This is an optimization exercise on Yosys and OpenROAD, whose aim is small area, not a production implementation.
Function was checked by simulation only, so behaviour that the tests miss may differ from the original.
No activity file was given, so power comes from the tool's default toggle rates. No driver is modelled on the clock port, so clocking that relies on it looks cheaper here than on a real chip.

==> 10-04: inputs <==
==> flow/design.v <==
module rv32i_core (
    input  logic Rst,
    input  logic Clk,
    output logic [31:0] imem_addr,
    input  logic [31:0] imem_rdata,
    output logic        dmem_re,
    output logic        dmem_we,
    output logic [1:0]  dmem_size,
    output logic [31:0] dmem_addr,
    output logic [31:0] dmem_wdata,
    input  logic [31:0] dmem_rdata,
    output logic        retire_valid,
    output logic [31:0] retire_pc,
    output logic        retire_we,
    output logic [4:0]  retire_rd,
    output logic [31:0] retire_wdata
);
    logic [4:0]  cnt;      
    logic [1:0]  fr;       
    logic        clr;      
    logic [31:2] pc;
    logic [31:0] adr, dat;
    logic        c;        
    logic        flag;     
    logic [4:0]  k;        
    wire [31:0] I = imem_rdata;
    wire [2:0]  f3 = I[14:12];
    wire [4:0]  rs1 = I[19:15];
    wire [4:0]  rs2 = I[24:20];
    wire [4:0]  rd  = I[11:7];
    wire is_ld    = ~I[6] & ~I[4] & ~I[5];
    wire is_st    = ~I[6] & ~I[4] &  I[5];
    wire is_br    =  I[6] & ~I[2];
    wire is_jalr  =  I[6] &  I[2] & ~I[3];
    wire is_jal   =  I[6] &  I[3];
    wire is_u     = ~I[6] &  I[4] &  I[2];
    wire is_lui   = is_u &  I[5];
    wire is_alu   = ~I[6] &  I[4] & ~I[2];
    wire is_op    = is_alu & I[5];
    wire is_sh    = is_alu & ~f3[1] & f3[0];
    wire is_slt   = is_alu & ~f3[2] & f3[1];
    wire is_calc  = is_alu & ~is_sh & ~is_slt;    
    wire left     = ~f3[2];
    wire [1:0] lastw = (is_sh | (is_slt & is_op)) ? 2'd2 :
                       ((is_calc & ~is_op) | is_u) ? 2'd0 : 2'd1;
    wire f1   = (fr == 2'd0) & ~clr;
    wire f2   = (fr == 2'd1);
    wire f3r  = (fr == 2'd2);
    wire pf   = (fr == 2'd3);
    wire c0   = (cnt == 5'd0);
    wire c31  = (cnt == 5'd31);
    wire pcsh = (pf | clr) & (cnt[4:1] != 4'd0);    
    always_ff @(posedge Clk or posedge Rst)
        if (Rst) begin
            cnt <= 5'd0;
            fr  <= 2'd0;
            clr <= 1'b1;
        end else begin
            cnt <= cnt + 5'd1;
            if (c31) begin
                clr <= 1'b0;
                fr  <= (clr | pf) ? 2'd0 : (fr == lastw) ? 2'd3 : fr + 2'd1;
            end
        end
    logic [31:0] rb0;                       
    logic        wbit;
    wire use_rs2 = is_sh ? (fr == 2'd0) : ((fr == 2'd1) & (is_op | is_br | is_st));
    wire [4:0] ra = use_rs2 ? rs2 : rs1;
    wire r = rb0[ra];
    wire rf_we = (f1 & ((is_calc & ~is_op) | is_u | is_jal)) |
                 (f2 & ((is_calc & is_op) | (is_slt & ~is_op) | is_ld | is_jalr)) |
                 (f3r & (is_sh | (is_slt & is_op)));
    wire wb = wbit & ~clr;
    assign rb0[0] = 1'b0;
    for (genvar i = 1; i < 32; i++) begin : g_reg
        logic [31:0] q;
        wire sel = clr | (rf_we & (rd == i));
        always_ff @(posedge Clk)
            q <= {sel ? wb : q[0], q[31:1]};
        assign rb0[i] = q[0];
    end
    wire        four  = (cnt == 5'd2);
    wire [31:0] immI = {{20{I[31]}}, I[31:20]};
    wire [31:0] immS = {{20{I[31]}}, I[31:25], I[11:7]};
    wire [31:0] immB = {{19{I[31]}}, I[31], I[7], I[30:25], I[11:8], 1'b0};
    wire [31:0] immU = {I[31:12], 12'b0};
    wire [31:0] immJ = {{11{I[31]}}, I[31], I[19:12], I[20], I[30:21], 1'b0};
    wire [31:0] immv = is_u ? immU : is_st ? immS : is_br ? immB : is_jal ? immJ : immI;
    wire imm = immv[cnt];
    wire kz  = (k == 5'd0);
    wire tap = adr[k];
    wire ldin = f3[1] | (f3[0] ? ~cnt[4] : (cnt[4:3] == 2'b00));
    wire ldbit = c0 ? dmem_rdata[0] : ldin ? dat[0] : (~f3[2] & dat[31]);
    wire shbit = (left & kz) ? r : tap;
    wire cmpf = (f1 & is_slt & ~is_op) | (f2 & ((is_slt & is_op) | is_br));
    logic a, b, sub;
    always_comb begin
        a = adr[0];                         
        b = four;
        sub = 1'b0;
        if (pf) begin
            a   = pc[2] & (cnt[4:1] != 4'd0);
        end else if (f1) begin
            a   = (is_lui | is_sh) ? 1'b0 : (is_u | is_jal | is_br | is_jalr) ? adr[0] : r;
            b   = (is_jal | is_jalr) ? four : is_op ? r : imm;
            sub = is_slt | (is_sh & left);
        end else if (f2 & (is_op | is_br)) begin
            a   = dat[0];
            b   = r;
            sub = is_slt | is_br | ((f3 == 3'b000) & I[30]);
        end else if (f2 & (is_jal | is_jalr)) begin
            a   = is_jal ? adr[0] : r;
            b   = imm;
        end else if (is_slt) begin
            a   = 1'b0;
            b   = c0 & flag;
        end else if (is_ld) begin
            a   = 1'b0;
            b   = ldbit;
        end else if (is_sh) begin
            a   = 1'b0;
            b   = shbit;
        end
    end
    wire sgn  = c31 & cmpf & (is_br ? ~f3[1] : ~f3[0]);
    wire ax   = a ^ sgn;
    wire bx   = b ^ sub ^ sgn;
    wire cin  = c0 ? sub : c;
    wire sum  = ax ^ bx ^ cin;
    wire cout = (ax & bx) | (ax & cin) | (bx & cin);
    logic res;
    always_comb
        case ({is_alu & ~pf, f3})
            4'b1100: res = a ^ b;
            4'b1110: res = a | b;
            4'b1111: res = a & b;
            default: res = sum;
        endcase
    wire acc  = ~c0 & flag;
    wire neq  = acc | sum;
    wire taken = f3[0] ^ (f3[2] ? ~cout : ~neq);
    assign wbit = (f2 & is_jalr) ? dat[0] : res;
    wire npc = (clr | (cnt[4:1] == 4'd0)) ? 1'b0 : flag ? adr[0] : sum;
    logic dat_in;
    always_comb
        if (f1 & (is_op | is_br)) dat_in = r;          
        else if (f2 & is_st) dat_in = r;               
        else if (f1 & is_ld) dat_in = 1'b0;            
        else if (f2 & (is_jal | is_jalr)) dat_in = dat[0];
        else dat_in = wbit;
    logic adr_in;
    always_comb
        if (pf | clr) adr_in = npc;
        else if (is_sh & f2) adr_in = ~left & r;
        else if (is_sh & f3r) adr_in = left ? r : (I[30] & adr[31]);
        else if ((f1 & (is_ld | is_st | is_br)) | (f2 & (is_jal | is_jalr))) adr_in = sum;
        else adr_in = adr[0];
    wire dat_ld = f2 & is_ld & c0;
    always_ff @(posedge Clk) begin
        c   <= cout;
        adr <= {adr_in, adr[31:1]};
        dat <= {dat_in | (dat_ld & dmem_rdata[0]), dat[31:1] | ({31{dat_ld}} & dmem_rdata[31:1])};
        if (cmpf) flag <= c31 ? (is_br ? taken : ~cout) : neq;
        else if (pf & c0) flag <= is_jal | is_jalr | (is_br & flag);
        if (f1 & is_sh & (cnt < 5'd5)) k <= {sum, k[4:1]};
        if (pcsh) pc <= {npc, pc[31:3]};
    end
    assign imem_addr    = {pc, cnt[1:0]};
    assign dmem_re      = f2 & is_ld & c0;
    assign dmem_we      = pf & is_st & c0;
    assign dmem_size    = f3[1:0];
    assign dmem_addr    = adr;
    assign dmem_wdata   = dat;
    assign retire_valid = pf & c0;
    assign retire_pc    = {pc, cnt[1:0]};
    assign retire_we    = ~is_br & ~is_st & (rd != 5'd0);
    assign retire_rd    = rd;
    assign retire_wdata = dat;
endmodule
==> flow/flow/run.sh <==
#!/bin/bash
# Layout flow: the standard ORFS flow with three changes.
#  1. Synthesis is the standard synthesis (same passes, same registers)
#     but Yosys's abc call uses an area-oriented ABC script (flow/area.abc)
#     without a delay target.
#  2. Ports are buffered with the smallest buffer (buf_1).
#  3. CTS clusters more sinks per clock buffer and inserts no dummy loads.
set -euo pipefail
H=$(pwd)
VARS=(
  "SYNTH_SCRIPT=$H/flow/my_synth.tcl"
  "BUFFER_PORTS_ARGS=-buffer_cell sky130_fd_sc_hd__buf_1"
  "CTS_ARGS=-sink_clustering_enable -repair_clock_nets -dont_use_dummy_load -sink_clustering_size 32 -sink_clustering_max_diameter 100 -root_buf sky130_fd_sc_hd__clkbuf_8 -tree_buf sky130_fd_sc_hd__clkbuf_8"
)
bash standard.sh "${VARS[@]}" synth > synth.log 2>&1
bash standard.sh "${VARS[@]}" finish > layout.log 2>&1
==> flow/flow/area.abc <==
strash
&get -n
&deepsyn -J 50
&dch -f
&nf -R 1000
&put
==> flow/flow/my_synth.tcl <==
# The standard synthesis (synth_recipe.tcl), with Yosys's abc call given an
# area-oriented ABC script and no delay target.
proc synth {args} { yosys synth -nofsm -noshare {*}$args }
set ::my_abc_script [file join [file dirname [file normalize [info script]]] area.abc]
proc abc {args} {
  set out {}
  set skip 0
  foreach a $args {
    if {$skip} { set skip 0; continue }
    if {$a in {-script -constr -D}} { set skip 1; continue }
    lappend out $a
  }
  yosys abc -script $::my_abc_script {*}$out
}
source $::env(SCRIPTS_DIR)/synth.tcl
# left out here: clear keep_hierarchy, flatten, clean up, hide names made inside functions, write 1_2_yosys.v
==> flow/standard.sh <==
#!/bin/bash
# synth_recipe.tcl (not shown) runs the flow's synth.tcl, then flattens the netlist and writes it again
# the make line also repeats each setting of config.mk as NAME=value (left out here)
make -C /OpenROAD-flow-scripts/flow DESIGN_CONFIG=/design/flow/config.mk WORK_HOME=/design/flow/orfs CLKGATE_MAP_FILE= SYNTH_SCRIPT=/design/flow/synth_recipe.tcl "${@:-finish}"
==> flow/config.mk <==
export PLATFORM = sky130hd
export DESIGN_NAME = rv32i_core
export DESIGN_NICKNAME = rv32i_core
export VERILOG_FILES = /design/flow/design.v
export SDC_FILE = /design/flow/constraint.sdc
export NUM_CORES = 8
export LEC_CHECK = 0
export ABC_AREA = 1
export CAP_MARGIN = 20
export CORE_MARGIN = 2
export CORE_UTILIZATION = 65
export PLACE_DENSITY = 0.8
export SETUP_SLACK_MARGIN = 0.5
export SLEW_MARGIN = 20
==> flow/constraint.sdc <==
create_clock -name core_clock -period 15.0 [get_ports {Clk}]
set_input_delay 3.0000 -clock core_clock [delete_from_list [all_inputs] [get_ports {Clk}]]
set_output_delay 3.0000 -clock core_clock [all_outputs]
set_load 0.01 [all_outputs]
==> 07-22: changes against 10-04 <==
==> flow/design.v (replaced) <==
module rv32i_core (
    input  logic Rst,
    input  logic Clk,
    output logic [31:0] imem_addr,
    input  logic [31:0] imem_rdata,
    output logic        dmem_re,
    output logic        dmem_we,
    output logic [1:0]  dmem_size,
    output logic [31:0] dmem_addr,
    output logic [31:0] dmem_wdata,
    input  logic [31:0] dmem_rdata,
    output logic        retire_valid,
    output logic [31:0] retire_pc,
    output logic        retire_we,
    output logic [4:0]  retire_rd,
    output logic [31:0] retire_wdata
);
    logic [4:0]  cnt;      
    logic [1:0]  fr;       
    logic        clr;      
    logic [31:2] pc;
    logic [31:0] adr, dat;
    logic        c;        
    logic        flag;     
    logic [4:0]  k;        
    wire [31:0] I = imem_rdata;
    wire [2:0]  f3 = I[14:12];
    wire [4:0]  rs1 = I[19:15];
    wire [4:0]  rs2 = I[24:20];
    wire [4:0]  rd  = I[11:7];
    wire is_ld    = ~I[6] & ~I[4] & ~I[5];
    wire is_st    = ~I[6] & ~I[4] &  I[5];
    wire is_br    =  I[6] & ~I[2];
    wire is_jalr  =  I[6] &  I[2] & ~I[3];
    wire is_jal   =  I[6] &  I[3];
    wire is_u     = ~I[6] &  I[4] &  I[2];
    wire is_lui   = is_u &  I[5];
    wire is_auipc = is_u & ~I[5];
    wire is_alu   = ~I[6] &  I[4] & ~I[2];
    wire is_op    = is_alu & I[5];
    wire is_sh    = is_alu & ~f3[1] & f3[0];
    wire is_slt   = is_alu & ~f3[2] & f3[1];
    wire is_calc  = is_alu & ~is_sh & ~is_slt;    
    wire left     = ~f3[2];
    wire [1:0] lastfr = (is_sh | (is_slt & is_op)) ? 2'd3 :
                        ((is_calc & ~is_op) | is_u | is_jal) ? 2'd1 : 2'd2;
    wire f1   = (fr == 2'd0) & ~clr;
    wire f2   = (fr == 2'd1);
    wire f3r  = (fr == 2'd2);
    wire pf   = (fr == lastfr) & ~clr;
    wire c0   = (cnt == 5'd0);
    wire c31  = (cnt == 5'd31);
    always_ff @(posedge Clk or posedge Rst)
        if (Rst) begin
            cnt <= 5'd0;
            fr  <= 2'd0;
            clr <= 1'b1;
        end else begin
            cnt <= cnt + 5'd1;
            if (c31) begin
                clr <= 1'b0;
                fr  <= (clr | pf) ? 2'd0 : fr + 2'd1;
            end
        end
    logic [31:0] rb0;                       
    logic        wbit;
    wire use_rs2 = is_sh ? (fr == 2'd0) : (fr == 2'd1);
    wire [4:0] ra = use_rs2 ? rs2 : rs1;
    wire r = rb0[ra];
    wire rf_we = (f1 & ((is_calc & ~is_op) | is_u | is_jal)) |
                 (f2 & ((is_calc & is_op) | (is_slt & ~is_op) | is_ld | is_jalr)) |
                 (f3r & (is_sh | is_slt));
    wire wb = wbit & ~clr;
    assign rb0[0] = 1'b0;
    for (genvar i = 1; i < 32; i++) begin : g_reg
        logic [31:0] q;
        wire sel = clr | (rf_we & (rd == i));
        always_ff @(posedge Clk)
            q <= {sel ? wb : q[0], q[31:1]};
        assign rb0[i] = q[0];
    end
    wire [31:0] pcw  = {pc, 2'b00};
    wire        pcbit = pcw[cnt];
    wire        four  = (cnt == 5'd2);
    wire [31:0] immI = {{20{I[31]}}, I[31:20]};
    wire [31:0] immS = {{20{I[31]}}, I[31:25], I[11:7]};
    wire [31:0] immB = {{19{I[31]}}, I[31], I[7], I[30:25], I[11:8], 1'b0};
    wire [31:0] immU = {I[31:12], 12'b0};
    wire [31:0] immJ = {{11{I[31]}}, I[31], I[19:12], I[20], I[30:21], 1'b0};
    wire [31:0] immv = is_u ? immU : is_st ? immS : is_br ? immB : is_jal ? immJ : immI;
    wire imm = immv[cnt];
    logic a, b, sub;
    always_comb begin
        a = pcbit;
        b = four;
        sub = 1'b0;
        if (f1) begin
            a   = (is_lui | is_sh) ? 1'b0 : (is_auipc | is_jal) ? pcbit : r;
            b   = is_jal ? four : is_op ? r : imm;
            sub = is_slt | (is_sh & left);
        end else if (f2 & ~pf & (is_alu | is_br)) begin
            a   = dat[0];
            b   = r;
            sub = is_slt | is_br | ((f3 == 3'b000) & I[30]);
        end else if (pf) begin
            b   = (is_jal | (is_br & flag)) ? imm : four;
        end
    end
    wire bx   = b ^ sub;
    wire cin  = c0 ? sub : c;
    wire sum  = a ^ bx ^ cin;
    wire cout = (a & bx) | (a & cin) | (bx & cin);
    logic res;
    always_comb
        case ({is_alu, f3})
            4'b1100: res = a ^ b;
            4'b1110: res = a | b;
            4'b1111: res = a & b;
            default: res = sum;
        endcase
    wire cmpf = (f1 & is_slt & ~is_op) | (f2 & ((is_slt & is_op) | is_br));
    wire acc  = ~c0 & flag;
    wire neq  = acc | sum;
    wire lt_u = ~cout;
    wire lt_s = (a ^ b) ? a : sum;
    wire taken = f3[0] ^ (f3[2] ? (f3[1] ? lt_u : lt_s) : ~neq);
    wire sltv  = f3[0] ? lt_u : lt_s;
    wire kz  = (k == 5'd0);
    wire tap = adr[k];
    wire ldin = f3[1] | (f3[0] ? ~cnt[4] : (cnt[4:3] == 2'b00));
    wire ldbit = c0 ? dmem_rdata[0] : ldin ? dat[0] : (~f3[2] & dat[31]);
    wire shbit = (left & kz) ? r : tap;
    always_comb
        if (f1) wbit = res;
        else if (f2 & is_calc) wbit = res;
        else if (is_slt) wbit = c0 & flag;
        else if (is_jalr) wbit = sum;
        else if (is_ld) wbit = ldbit;
        else wbit = shbit;
    logic dat_in;
    always_comb
        if (f1 & (is_op | is_br)) dat_in = r;          
        else if (f2 & is_st) dat_in = r;               
        else if (f1 & is_ld) dat_in = 1'b0;            
        else dat_in = wbit;
    logic adr_in;
    always_comb
        if (clr) adr_in = 1'b0;
        else if (is_sh & f2) adr_in = ~left & r;
        else if (is_sh & f3r) adr_in = left ? r : (I[30] & adr[31]);
        else if ((f2 & is_st) | (~f1 & is_jalr)) adr_in = adr[0];
        else adr_in = sum;
    wire dat_ld = f2 & is_ld & c0;
    always_ff @(posedge Clk) begin
        c   <= cout;
        adr <= {adr_in, adr[31:1]};
        dat <= {dat_in | (dat_ld & dmem_rdata[0]), dat[31:1] | ({31{dat_ld}} & dmem_rdata[31:1])};
        if (cmpf) flag <= c31 ? (is_br ? taken : sltv) : neq;
        if (f1 & is_sh & (cnt < 5'd5)) k <= {sum, k[4:1]};
        if (c31 & (pf | clr)) pc <= {adr_in, adr[31:3]};
    end
    assign imem_addr    = pcw;
    assign dmem_re      = f2 & is_ld & c0;
    assign dmem_we      = pf & is_st & c0;
    assign dmem_size    = f3[1:0];
    assign dmem_addr    = adr;
    assign dmem_wdata   = dat;
    assign retire_valid = pf & c0;
    assign retire_pc    = pcw;
    assign retire_we    = ~is_br & ~is_st & (rd != 5'd0);
    assign retire_rd    = rd;
    assign retire_wdata = dat;
endmodule
--- a/flow/flow/run.sh
+++ b/flow/flow/run.sh
@@ -11,5 +11,5 @@
   "SYNTH_SCRIPT=$H/flow/my_synth.tcl"
   "BUFFER_PORTS_ARGS=-buffer_cell sky130_fd_sc_hd__buf_1"
-  "CTS_ARGS=-sink_clustering_enable -repair_clock_nets -dont_use_dummy_load -sink_clustering_size 32 -sink_clustering_max_diameter 100 -root_buf sky130_fd_sc_hd__clkbuf_8 -tree_buf sky130_fd_sc_hd__clkbuf_8"
+  "CTS_ARGS=-sink_clustering_enable -repair_clock_nets -dont_use_dummy_load -sink_clustering_size 30 -sink_clustering_max_diameter 100"
 )
 bash standard.sh "${VARS[@]}" synth > synth.log 2>&1
==> flow/flow/area.abc (replaced) <==
strash
&get -n
&deepsyn -T 60
&dch -f
&nf -R 1000
&put
--- a/flow/config.mk
+++ b/flow/config.mk
@@ -9,6 +9,5 @@
 export CAP_MARGIN = 20
 export CORE_MARGIN = 2
-export CORE_UTILIZATION = 65
-export PLACE_DENSITY = 0.8
+export CORE_UTILIZATION = 40
 export SETUP_SLACK_MARGIN = 0.5
 export SLEW_MARGIN = 20
==> summary.txt <==
Final critical path time including I/O delays and setup: 07-22 10.14 ns; 10-04 10.68 ns
Final worst setup slack: 07-22 4.86 ns; 10-04 4.32 ns
Initial core utilization: 07-22 40.5%; 10-04 65.8%
Core region area: 07-22 63100 sq um; 10-04 38600 sq um
Maximum number of pins on one net before global-route repair: 07-22 33; 10-04 34
Clock group share of total power: 07-22 27.7%; 10-04 29.2%
Final non-filler cell area: 07-22 28000 sq um; 10-04 27400 sq um
Status: 07-22 timing/DRC/antenna clean; 10-04 timing/DRC/antenna clean
Iteration-0 DRC Markers: 07-22 770; 10-04 693
Cell Area, Placed: 07-22 27000 sq um; 10-04 26400 sq um
Placement row count: 07-22 92; 10-04 72
Global-route layer with the greatest usage: 07-22 met1; 10-04 met2
Multi-input combinational area share: 07-22 8.99%; 10-04 8.69%
Area enclosed by the die boundary: 07-22 65900 sq um; 10-04 40700 sq um
All-Layer GR Usage: 07-22 12.7%; 10-04 24.1%
Flop-to-flop setup slack: 07-22 8.30 ns; 10-04 7.24 ns
Top layer reached by signal wires: 07-22 met5; 10-04 met4
GR Util met3: 07-22 2.61%; 10-04 3.63%
Fillcell total: 07-22 5653; 10-04 2377

[port drivers added, routing unchanged]
Ports are ideal in the flow. The routed layouts listed here were re-timed in OpenROAD.
Step 1, drivers: a clkbuf_16 drives Clk and a buf_2 each remaining input, both assumed.
Step 2, shift: input delay + t, output delay - t, t = (earliest + latest rising clock arrival at the registers) / 2. This alone moves slack from input paths to output paths.
a / b / c = ideal / step 1 / step 2; a / b = the first two.
| run | t (ns) | slack for setup (ns) | slew at the worst register clock pin (ns) |
|---|---|---|---|
| 10-04 | 0.722 | 4.316 / 4.309 / 3.587 | 0.12 / 0.12 |
| 07-22 | 0.631 | 4.859 / 4.894 / 4.263 | 0.11 / 0.11 |
After both steps every run listed still meets setup and hold. For 10-04, which loses most, drivers alone change the setup slack by -0.007 ns; drivers and shift together by -0.729 ns.
